This design comes from an exercise in tuning for small area, a short achievable clock period and few clock cycles per item on the open sky130 flow, not from production work. RTL that was checked went through simulation tests only; none was proved equivalent to the original. No driver is modelled on the clock port, so clock power and skew are understated where the tree is cut down; a real chip needs a root buffer or a tree. Power and IR drop assume default switching activity.

==> module sys, before the edit <==
module sys (
	clk,
	reset,
	addr,
	din,
	dout,
	req,
	wr,
	rdy,
	seed0,
	seed1,
	seed2,
	seed3,
	range
);
input           clk, reset;
input   [63:0]  din;
output  [63:0]  dout;
output  [63:0]  addr;
input   [63:0]  seed0, seed1, seed2, seed3;
output          req;
output          wr;
input           rdy;
input   [63:0]  range;
reg     [63:0]  s0, s1, s2, s3;      
reg             wr_n;                
reg     [15:0]  k_n;                 
reg             rr;                  
reg     [15:0]  h;                   
reg     [18:0]  xc;                  
localparam [15:0] X0 = 16'h0404;
localparam [15:0] X1 = 16'h0808;
localparam [15:0] X2 = 16'h0ef1;
localparam [15:0] X3 = 16'h1010;
localparam [15:0] X4 = 16'h1ae5;
localparam [15:0] X5 = 16'h1de2;
localparam [15:0] X6 = 16'h2020;
localparam [15:0] X7 = 16'h2b2b;
localparam [15:0] X8 = 16'h35ca;
localparam [15:0] X9 = 16'h4040;
localparam [15:0] X10 = 16'h43bc;
localparam [15:0] X11 = 16'h46b9;
localparam [15:0] X12 = 16'h4d4d;
localparam [15:0] X13 = 16'h5353;
localparam [15:0] X14 = 16'h5656;
localparam [15:0] X15 = 16'h5959;
localparam [15:0] X16 = 16'h5ca3;
localparam [15:0] X17 = 16'h728d;
localparam [15:0] X18 = 16'h7887;
reg     [63:0]  addr_r;
reg     [63:0]  dout_r;
reg             req_r;
reg             wr_r;
reg     [6:0]   gq;                  
wire    [63:0]  xpat;
genvar          i;
assign xpat[0] = xc[7];
assign xpat[1] = xc[0];
assign xpat[2] = xc[16];
assign xpat[3] = xc[10];
assign xpat[4] = xc[14];
assign xpat[5] = xc[1];
assign xpat[6] = xc[11];
assign xpat[7] = xc[18];
assign xpat[8] = xc[13];
assign xpat[9] = xc[3];
assign xpat[10] = xc[17];
assign xpat[11] = xc[2];
assign xpat[12] = xc[15];
assign xpat[13] = xc[6];
assign xpat[14] = xc[4];
assign xpat[15] = xc[5];
assign xpat[16] = xc[0];
assign xpat[17] = xc[16];
assign xpat[18] = xc[10];
assign xpat[19] = xc[14];
assign xpat[20] = xc[1];
assign xpat[21] = xc[11];
assign xpat[22] = xc[18];
assign xpat[23] = xc[13];
assign xpat[24] = xc[3];
assign xpat[25] = xc[17];
assign xpat[26] = xc[2];
assign xpat[27] = xc[15];
assign xpat[28] = xc[6];
assign xpat[29] = xc[4];
assign xpat[30] = xc[5];
assign xpat[31] = xc[12];
assign xpat[32] = xc[16];
assign xpat[33] = xc[10];
assign xpat[34] = xc[14];
assign xpat[35] = xc[1];
assign xpat[36] = xc[11];
assign xpat[37] = xc[18];
assign xpat[38] = xc[13];
assign xpat[39] = xc[3];
assign xpat[40] = xc[17];
assign xpat[41] = xc[2];
assign xpat[42] = xc[15];
assign xpat[43] = xc[6];
assign xpat[44] = xc[4];
assign xpat[45] = xc[5];
assign xpat[46] = xc[12];
assign xpat[47] = xc[9];
assign xpat[48] = xc[10];
assign xpat[49] = xc[14];
assign xpat[50] = xc[1];
assign xpat[51] = xc[11];
assign xpat[52] = xc[18];
assign xpat[53] = xc[13];
assign xpat[54] = xc[3];
assign xpat[55] = xc[17];
assign xpat[56] = xc[2];
assign xpat[57] = xc[15];
assign xpat[58] = xc[6];
assign xpat[59] = xc[4];
assign xpat[60] = xc[5];
assign xpat[61] = xc[12];
assign xpat[62] = xc[9];
assign xpat[63] = xc[8];
wire    [63:0]  cur;
integer         c;
generate
	for (i = 0; i < 4; i = i + 1) begin : g_cur
		assign cur[16*i +: 16] =
			(s0[16*i +: 16] & {16{h[4*i]}})   | (s1[16*i +: 16] & {16{h[4*i+1]}}) |
			(s2[16*i +: 16] & {16{h[4*i+2]}}) | (s3[16*i +: 16] & {16{h[4*i+3]}});
	end
endgenerate
wire    [63:0]  carry;
generate
	for (i = 0; i < 64; i = i + 1) begin : g_carry
		if (i < 8)
			assign carry[i] = &{1'b1, din[i - i%8 +: 8] | (8'hff << (i%8))};
		else
			assign carry[i] = &gq[i/8-1:0] & &(din[i - i%8 +: 8] | (8'hff << (i%8)));
	end
	for (i = 0; i < 7; i = i + 1) begin : g_gq
		always @(posedge clk)
			gq[i] <= &din[8*i+7:8*i];
	end
endgenerate
always @(posedge clk) begin
	if (reset) begin
		s0 <= seed0;
		s1 <= seed1;
		s2 <= seed2;
		s3 <= seed3;
	end
	if (reset) begin
		wr_n <= 1'b0;
		k_n  <= 16'd1;
	end
	else if (rdy) begin
		wr_n <= ~wr_n;
		if (!wr_n && h[3])
			k_n <= {k_n[14:0], k_n[15]};
	end
	rr     <= ~reset & rdy & ~wr_n;
	for (c = 0; c < 4; c = c + 1)
		if (reset)
			h[4*c +: 4] <= 4'b0001;
		else if (rr)
			h[4*c +: 4] <= {h[4*c +: 3], h[4*c+3]};
	xc[0] <= |(k_n & X0);
	xc[1] <= |(k_n & X1);
	xc[2] <= |(k_n & X2);
	xc[3] <= |(k_n & X3);
	xc[4] <= |(k_n & X4);
	xc[5] <= |(k_n & X5);
	xc[6] <= |(k_n & X6);
	xc[7] <= |(k_n & X7);
	xc[8] <= |(k_n & X8);
	xc[9] <= |(k_n & X9);
	xc[10] <= |(k_n & X10);
	xc[11] <= |(k_n & X11);
	xc[12] <= |(k_n & X12);
	xc[13] <= |(k_n & X13);
	xc[14] <= |(k_n & X14);
	xc[15] <= |(k_n & X15);
	xc[16] <= |(k_n & X16);
	xc[17] <= |(k_n & X17);
	xc[18] <= |(k_n & X18);
	req_r  <= ~reset;
	wr_r   <= wr_n;
	addr_r <= (cur ^ xpat) & range;
	dout_r <= din ^ carry;
end
assign req  = req_r;
assign wr   = wr_r;
assign addr = addr_r;
assign dout = dout_r;
endmodule
Settings: LEC_CHECK=0, CAP_MARGIN=20, CORE_MARGIN=2, CORE_UTILIZATION=65, PLACE_DENSITY=0.8, SETUP_SLACK_MARGIN=1.75, SLEW_MARGIN=20; clock period 3.2 ns.
standard.sh (not shown) runs the stock make flow with config.mk's settings and CLKGATE_MAP_FILE= SYNTH_SCRIPT=/design/flow/synth_recipe.tcl, a recipe that flattens the netlist after the stock synthesis.
==> flow/flow/run.sh <==
#!/bin/bash
# Standard ORFS layout with two changes:
#  - port buffers are buf_1 cells (buffer_ports otherwise picks
#    clkdlybuf4s50_1, a slow delay cell);
#  - the clock tree is built by flow/cts.tcl (two buffer levels) instead of
#    TritonCTS (three levels of buffers): two levels of clock inverters,
#    which lowers the clock latency.
# Each step's full output goes to make_<step>.log here; ORFS's own logs are
# under orfs/logs.
set -euo pipefail
here=$(pwd)
export CTREE_TCL=$here/flow/ctree.tcl
export PULL_TCL=$here/flow/pull.tcl
A=(BUFFER_PORTS_ARGS="-buffer_cell sky130_fd_sc_hd__buf_1")
bash standard.sh "${A[@]}" place > make_place.log 2>&1
bash standard.sh "${A[@]}" run RUN_SCRIPT="$here/flow/cts.tcl" RUN_LOG_NAME_STEM=4_1_cts > make_cts.log 2>&1
bash standard.sh "${A[@]}" finish > make_finish.log 2>&1
Other scripts of this flow, unchanged in this note and not shown: flow/flow/ctree.tcl, flow/flow/cts.tcl, flow/flow/pull.tcl
Rerun with:
--- a/flow/design.v
+++ b/flow/design.v
@@ -25,5 +25,5 @@
 reg     [63:0]  s0, s1, s2, s3;      
 reg             wr_n;                
-reg     [15:0]  k_n;                 
+reg     [3:0]   k_n;                 
 reg             rr;                  
 reg     [15:0]  h;                   
@@ -54,5 +54,4 @@
 reg     [6:0]   gq;                  
 wire    [63:0]  xpat;
-genvar          i;
 assign xpat[0] = xc[7];
 assign xpat[1] = xc[0];
@@ -120,4 +119,5 @@
 assign xpat[63] = xc[8];
 wire    [63:0]  cur;
+genvar          i;
 integer         c;
 generate
@@ -150,10 +150,10 @@
 	if (reset) begin
 		wr_n <= 1'b0;
-		k_n  <= 16'd1;
+		k_n  <= 4'd0;
 	end
 	else if (rdy) begin
 		wr_n <= ~wr_n;
 		if (!wr_n && h[3])
-			k_n <= {k_n[14:0], k_n[15]};
+			k_n <= k_n + 4'd1;
 	end
 	rr     <= ~reset & rdy & ~wr_n;
@@ -163,23 +163,23 @@
 		else if (rr)
 			h[4*c +: 4] <= {h[4*c +: 3], h[4*c+3]};
-	xc[0] <= |(k_n & X0);
-	xc[1] <= |(k_n & X1);
-	xc[2] <= |(k_n & X2);
-	xc[3] <= |(k_n & X3);
-	xc[4] <= |(k_n & X4);
-	xc[5] <= |(k_n & X5);
-	xc[6] <= |(k_n & X6);
-	xc[7] <= |(k_n & X7);
-	xc[8] <= |(k_n & X8);
-	xc[9] <= |(k_n & X9);
-	xc[10] <= |(k_n & X10);
-	xc[11] <= |(k_n & X11);
-	xc[12] <= |(k_n & X12);
-	xc[13] <= |(k_n & X13);
-	xc[14] <= |(k_n & X14);
-	xc[15] <= |(k_n & X15);
-	xc[16] <= |(k_n & X16);
-	xc[17] <= |(k_n & X17);
-	xc[18] <= |(k_n & X18);
+	xc[0] <= X0[k_n];
+	xc[1] <= X1[k_n];
+	xc[2] <= X2[k_n];
+	xc[3] <= X3[k_n];
+	xc[4] <= X4[k_n];
+	xc[5] <= X5[k_n];
+	xc[6] <= X6[k_n];
+	xc[7] <= X7[k_n];
+	xc[8] <= X8[k_n];
+	xc[9] <= X9[k_n];
+	xc[10] <= X10[k_n];
+	xc[11] <= X11[k_n];
+	xc[12] <= X12[k_n];
+	xc[13] <= X13[k_n];
+	xc[14] <= X14[k_n];
+	xc[15] <= X15[k_n];
+	xc[16] <= X16[k_n];
+	xc[17] <= X17[k_n];
+	xc[18] <= X18[k_n];
 	req_r  <= ~reset;
 	wr_r   <= wr_n;
After rerunning:
- The changed run completed without violations
- setup slack improves by 9.6 ps
- global-route usage barely changes
- final area falls by about 0.8%
- worst hold slack degrades by 19 ps
- critical path depth is unchanged
- combinational power falls by about 0.6%
Testbench counts after the change, summed over its fixed seeds: cycles 128,027, items 16,000.
For the first run of this note, only the layout was checked, not whether the RTL still works. In every run of this note, the design's own scripts or RTL, not TritonCTS, make the clock network.

==> port drivers added, routing unchanged <==
The results above use ideal ports. As a check the final layouts listed here were re-extracted and re-timed, cells and wires unchanged. Step 1 assumes that a clkbuf_16 drives the clock port and a buf_2 every other input. Step 2 moves the port delays by t, midway between the first and last clock arrival at a register: inputs arrive t later, outputs are due t later. That takes back most of the time a late clock gives input paths. a / b / c = no drivers / after step 1 / after step 2; a / b = the first two.
run | t, ns | slack for setup (ns) | worst setup path at the end | clock arrival spread, ns | worst register clock-pin slew, ns
the first run | 0.413 | 1.729 / 1.529 / 1.522 | input to register | 0.021 / 0.023 | 0.10 / 0.11
the second run | 0.411 | 1.738 / 1.561 / 1.496 | input to register | 0.022 / 0.023 | 0.10 / 0.11
After both steps setup and hold are still met in every run listed. For the second run, which loses most, drivers alone change the setup slack by -0.177 ns; drivers and shift together by -0.242 ns.
